Source: an optimization exercise on an open RTL-to-GDS flow (aim: small area, a short achievable clock period and few clock cycles). Production flows keep margins and buffers that such runs may drop.
In this exercise RTL edits were held to simulation tests only and were not proved equivalent to the original.

==> module EC_TOP, before the edit <==
module EC_TOP(
    clk, rst_n, in_valid,
    in_Px, in_Py, in_Qx, in_Qy, in_prime, in_a,
    out_valid, out_Rx, out_Ry
);
input clk, rst_n, in_valid;
input [5:0] in_Px, in_Py, in_Qx, in_Qy, in_prime, in_a;
output reg out_valid;
output [5:0] out_Rx, out_Ry;
wire [5:0] p = in_prime;
wire dbl = (in_Px == in_Qx) && (in_Py == in_Qy);
wire [7:0] p3 = {p, 1'b0} + p;                               
wire [6:0] fc, fp;
wire       fge;
ec_sub7 u_fc(.a({2'b0, p[5:1]}), .b(in_Px), .ge(fge), .d(fc));
ec_sub7 u_fp(.a({1'b0, p}), .b(in_Px), .ge(), .d(fp));
wire [4:0] pf = fge ? in_Px[4:0] : fp[4:0];         
wire [5:0] sq3;
SQ_IP u_sqt(.IN_P(p), .IN_F(pf), .OUT_SQ(sq3));
wire [6:0] n3 = sq3 + in_a;                          
wire [5:0] numD, numA, num;
wire [6:0] n3d;
wire       n3ge;
ec_sub7 u_r1(.a(n3), .b(p), .ge(n3ge), .d(n3d));
assign numD = n3ge ? n3d[5:0] : n3[5:0];
ec_subm u_na(.a(in_Qy), .b(in_Py), .p(p), .r(numA));
assign num = dbl ? numD : numA;
wire [6:0] py2;
wire       py2ge;
wire [5:0] denD, denA, den;
ec_sub7 u_py2(.a({in_Py, 1'b0}), .b(p), .ge(py2ge), .d(py2));
assign denD = py2ge ? py2[5:0] : {in_Py[4:0], 1'b0};
ec_subm u_da(.a(in_Qx), .b(in_Px), .p(p), .r(denA));
assign den = dbl ? denD : denA;
wire [6:0] hc, pd;
wire       hge;
ec_sub7 u_hc(.a({2'b0, p[5:1]}), .b(den), .ge(hge), .d(hc));
wire       neg = ~hge;                       
ec_sub7 u_pd(.a({1'b0, p}), .b(den), .ge(), .d(pd));
wire [4:0] dh = neg ? pd[4:0] : den[4:0];    
wire [5:0] im;
INV_IP u_inv(.IN_P(p), .IN_X(dh), .OUT_INV(im));
wire [12:0] prod;
wire [5:0]  sm;
ec_muladd u_mu(.a(num), .b(im), .c(13'd0), .y(prod));
ec_mred4  u_r2(.n(prod), .p(p), .p3(p3), .r(sm));
wire [7:0] e3 = {1'b0, in_Px, 1'b0} + in_Qx;                 
wire [5:0] e;
ec_qstep #(0) u_e(.n({1'b0, e3}), .p(p), .p3(p3), .r(e));
wire [6:0] pq, c2;
wire [6:0] pmy;
ec_add #(7) u_pq(.a({1'b0, in_Px}), .b({1'b0, in_Qx}), .cin(1'b0), .s(pq), .co());
ec_add #(7) u_c2(.a({p, 1'b0}), .b(~pq), .cin(1'b1), .s(c2), .co());     
ec_sub7     u_pm(.a({1'b0, p}), .b(in_Py), .ge(), .d(pmy));              
reg [5:0]  s_r, e_r, d_r, p_r;
reg [6:0]  c_r;
reg       n_r;
always @(posedge clk) begin
    n_r  <= neg;
    s_r  <= sm;
    e_r  <= e;
    c_r  <= c2;
    d_r  <= pmy[5:0];
    p_r  <= in_prime;
end
always @(posedge clk or negedge rst_n)
    if (!rst_n) out_valid <= 1'b0;
    else        out_valid <= in_valid;
wire [12:0] ys;
wire [5:0]  t;
wire [7:0] p3_r = {p_r, 1'b0} + p_r;                         
wire [6:0] sc, sp;
wire       sge;
ec_sub7 u_sc(.a({2'b0, p_r[5:1]}), .b(s_r), .ge(sge), .d(sc));
ec_sub7 u_sp(.a({1'b0, p_r}), .b(s_r), .ge(), .d(sp));
wire [4:0] sf = sge ? s_r[4:0] : sp[4:0];
wire [5:0] w;
SQ1_IP u_sq1(.IN_P(p_r), .IN_F(sf), .OUT_SQ(w));
wire [7:0] wc = w + c_r;                                      
ec_qstep #(0) u_x0(.n({1'b0, wc}), .p(p_r), .p3(p3_r), .r(out_Rx));
ec_subn   u_t (.a(e_r), .b(w), .p(p_r), .neg(n_r), .r(t));   
wire [7:0] s3_r = {s_r, 1'b0} + s_r;                         
wire [7:0] ym;
ec_muladd4 u_ys(.a(s_r), .a3(s3_r), .b(t), .c({1'b0, d_r, 6'd0}), .y(ys));
ec_redc4  u_ry(.n(ys), .p(p_r), .p3(p3_r), .r(ym));          
ec_qstep #(0) u_y0(.n({1'b0, ym}), .p(p_r), .p3(p3_r), .r(out_Ry));
endmodule
==> module ec_qstep, before the edit <==
module ec_qstep #(parameter K = 4) (
    input  [K+8:0] n,
    input  [5:0]   p,
    input  [7:0]   p3,
    output [K+5:0] r
);
wire [7:0] w = n[K +: 8];
wire [8:0] d1 = {1'b0, w} - {3'b0, p};
wire [8:0] d2 = {1'b0, w} - {2'b0, p, 1'b0};
wire [8:0] d3 = {1'b0, w} - {1'b0, p3};
wire [5:0] q  = !d3[8] ? d3[5:0] : !d2[8] ? d2[5:0] : !d1[8] ? d1[5:0] : w[5:0];
generate
    if (K > 0) begin : g_lo
        assign r = {q, n[K-1:0]};
    end else begin : g_lo0
        assign r = q;
    end
endgenerate
endmodule
Settings: LEC_CHECK=0, ABC_AREA=1, CAP_MARGIN=20, CORE_MARGIN=2, CORE_UTILIZATION=30, PLACE_DENSITY=0.5, SLEW_MARGIN=20; clock period 80.0 ns.
standard.sh (not shown) runs the stock make flow with config.mk's settings and CLKGATE_MAP_FILE= SYNTH_SCRIPT=/design/flow/synth_recipe.tcl, a recipe that flattens the netlist after the stock synthesis.
==> flow/flow/run.sh <==
#!/bin/bash
# The standard layout (the standard.sh), with these changes:
# - synthesis maps Yosys's carry-lookahead cells ($lcu) to ripple carry
#   (flow/ripple_lcu.v) instead of ORFS's Kogge-Stone map, which makes the
#   many small adders of this design about a fifth smaller;
# - every port is still buffered, with the smallest buffer cell;
# - the clock tree uses mid-sized clock buffers and no dummy loads (there are
#   only a few dozen flip-flops);
# - timing repair aims for MARGIN ns of setup slack, a few ns above what the
#   layout reaches without it, so that the resizer speeds up the slowest
#   paths (the clock period and constraints are unchanged).
set -euo pipefail
MARGIN=46
export SYNTH_OPERATIONS_ARGS="-extra-map $PWD/flow/ripple_lcu.v"
export BUFFER_PORTS_ARGS="-buffer_cell sky130_fd_sc_hd__buf_1"
export CTS_ARGS="-sink_clustering_enable -repair_clock_nets -dont_use_dummy_load -root_buf sky130_fd_sc_hd__clkbuf_8 -buf_list sky130_fd_sc_hd__clkbuf_8"
bash standard.sh SETUP_SLACK_MARGIN=$MARGIN finish > standard.log 2>&1
==> flow/flow/ripple_lcu.v <==
(* techmap_celltype = "$lcu" *)
module _80_lcu_ripple (P, G, CI, CO);
	parameter WIDTH = 2;

	(* force_downto *)
	input [WIDTH-1:0] P, G;
	input CI;

	(* force_downto *)
	output [WIDTH-1:0] CO;

	integer i;
	(* force_downto *)
	reg [WIDTH-1:0] c;

	wire [1023:0] _TECHMAP_DO_ = "proc; opt -fast";

	always @* begin
		c[0] = G[0] | (P[0] & CI);
		for (i = 1; i < WIDTH; i = i + 1)
			c[i] = G[i] | (P[i] & c[i - 1]);
	end

	assign CO = c;
endmodule
Testbench counts at the start, summed over its fixed seeds: cycles 1,600.
==> next run, changes <==
--- a/flow/design.v
+++ b/flow/design.v
@@ -857,7 +857,7 @@
 ec_mred4  u_r2(.n(prod), .p(p), .p3(p3), .r(sm));
 wire [7:0] e3 = {1'b0, in_Px, 1'b0} + in_Qx;                 
 wire [5:0] e;
-ec_qstep #(0) u_e(.n({1'b0, e3}), .p(p), .p3(p3), .r(e));
+ec_red3 u_e(.n(e3), .p(p), .r(e));
 wire [6:0] pq, c2;
 wire [6:0] pmy;
 ec_add #(7) u_pq(.a({1'b0, in_Px}), .b({1'b0, in_Qx}), .cin(1'b0), .s(pq), .co());
@@ -888,13 +888,13 @@
 wire [5:0] w;
 SQ1_IP u_sq1(.IN_P(p_r), .IN_F(sf), .OUT_SQ(w));
 wire [7:0] wc = w + c_r;                                      
-ec_qstep #(0) u_x0(.n({1'b0, wc}), .p(p_r), .p3(p3_r), .r(out_Rx));
+ec_red3 u_x0(.n(wc), .p(p_r), .r(out_Rx));
 ec_subn   u_t (.a(e_r), .b(w), .p(p_r), .neg(n_r), .r(t));   
 wire [7:0] s3_r = {s_r, 1'b0} + s_r;                         
 wire [7:0] ym;
 ec_muladd4 u_ys(.a(s_r), .a3(s3_r), .b(t), .c({1'b0, d_r, 6'd0}), .y(ys));
 ec_redc4  u_ry(.n(ys), .p(p_r), .p3(p3_r), .r(ym));          
-ec_qstep #(0) u_y0(.n({1'b0, ym}), .p(p_r), .p3(p3_r), .r(out_Ry));
+ec_red3 u_y0(.n(ym), .p(p_r), .r(out_Ry));
 endmodule
 module ec_add #(parameter W = 8) (
     input  [W-1:0] a, b,
@@ -912,24 +912,14 @@
 );
 ec_add #(7) u(.a(a), .b({1'b1, ~b}), .cin(1'b1), .s(d), .co(ge));
 endmodule
-module ec_qstep #(parameter K = 4) (
-    input  [K+8:0] n,
-    input  [5:0]   p,
-    input  [7:0]   p3,
-    output [K+5:0] r
+module ec_red3 (
+    input  [7:0] n,
+    input  [5:0] p,
+    output [5:0] r
 );
-wire [7:0] w = n[K +: 8];
-wire [8:0] d1 = {1'b0, w} - {3'b0, p};
-wire [8:0] d2 = {1'b0, w} - {2'b0, p, 1'b0};
-wire [8:0] d3 = {1'b0, w} - {1'b0, p3};
-wire [5:0] q  = !d3[8] ? d3[5:0] : !d2[8] ? d2[5:0] : !d1[8] ? d1[5:0] : w[5:0];
-generate
-    if (K > 0) begin : g_lo
-        assign r = {q, n[K-1:0]};
-    end else begin : g_lo0
-        assign r = q;
-    end
-endgenerate
+wire [8:0] d1 = {1'b0, n} - {3'b0, p};
+wire [8:0] d2 = {1'b0, n} - {2'b0, p, 1'b0};
+assign r = !d2[8] ? d2[5:0] : !d1[8] ? d1[5:0] : n[5:0];
 endmodule
 module ec_redc4 (
     input  [12:0] n,
After rerunning: Wire length drops by 4.3%. Worst setup slack gains 0.17 ns. Count of clock-buffer cells in the layout is unchanged. Worst hold slack gains 0.010 ns. Die area drops by 3.7%. Global-route usage climbs by 0.28 points. Sequential share of layout area climbs by 0.12 points. Non-clock buffer count climbs by 7.
Testbench counts after the change, summed over its fixed seeds: cycles 1,600.

==> separate check: timing with driven ports <==
No port has a modelled driver above. Below, the same layouts with a new extraction and two added sets of constraints.
Step 1 (the two cells are an assumption about what drives the block):
set clk [get_ports {clk}]
set_driving_cell -lib_cell sky130_fd_sc_hd__clkbuf_16 $clk
set_driving_cell -lib_cell sky130_fd_sc_hd__buf_2 [delete_from_list [all_inputs] $clk]
Step 2 adds t to the input delays and takes it off the output delays; t is the mean of the earliest and latest rising clock arrival at the registers after step 1. Input paths then give back, and output paths get back, about the clock's delay inside the block.
Slacks: ideal ports / drivers / drivers and shift; pairs: ideal ports / drivers.
run	shift t [ns]	slack for setup (ns)	hold slack, ns	latest minus earliest clock arrival (ns)	slew at the worst register clock pin (ns)
the first run	0.318	47.069 / 47.069 / 46.751	15.441 / 15.434 / 15.752	0.027 / 0.027	0.08 / 0.08
the second run	0.347	47.236 / 47.192 / 47.129	15.451 / 15.430 / 15.777	0.015 / 0.014	0.08 / 0.08
After both steps every run listed still meets setup and hold. For the first run, which loses most, drivers alone change the setup slack by 0.000 ns; drivers and shift together by -0.318 ns.
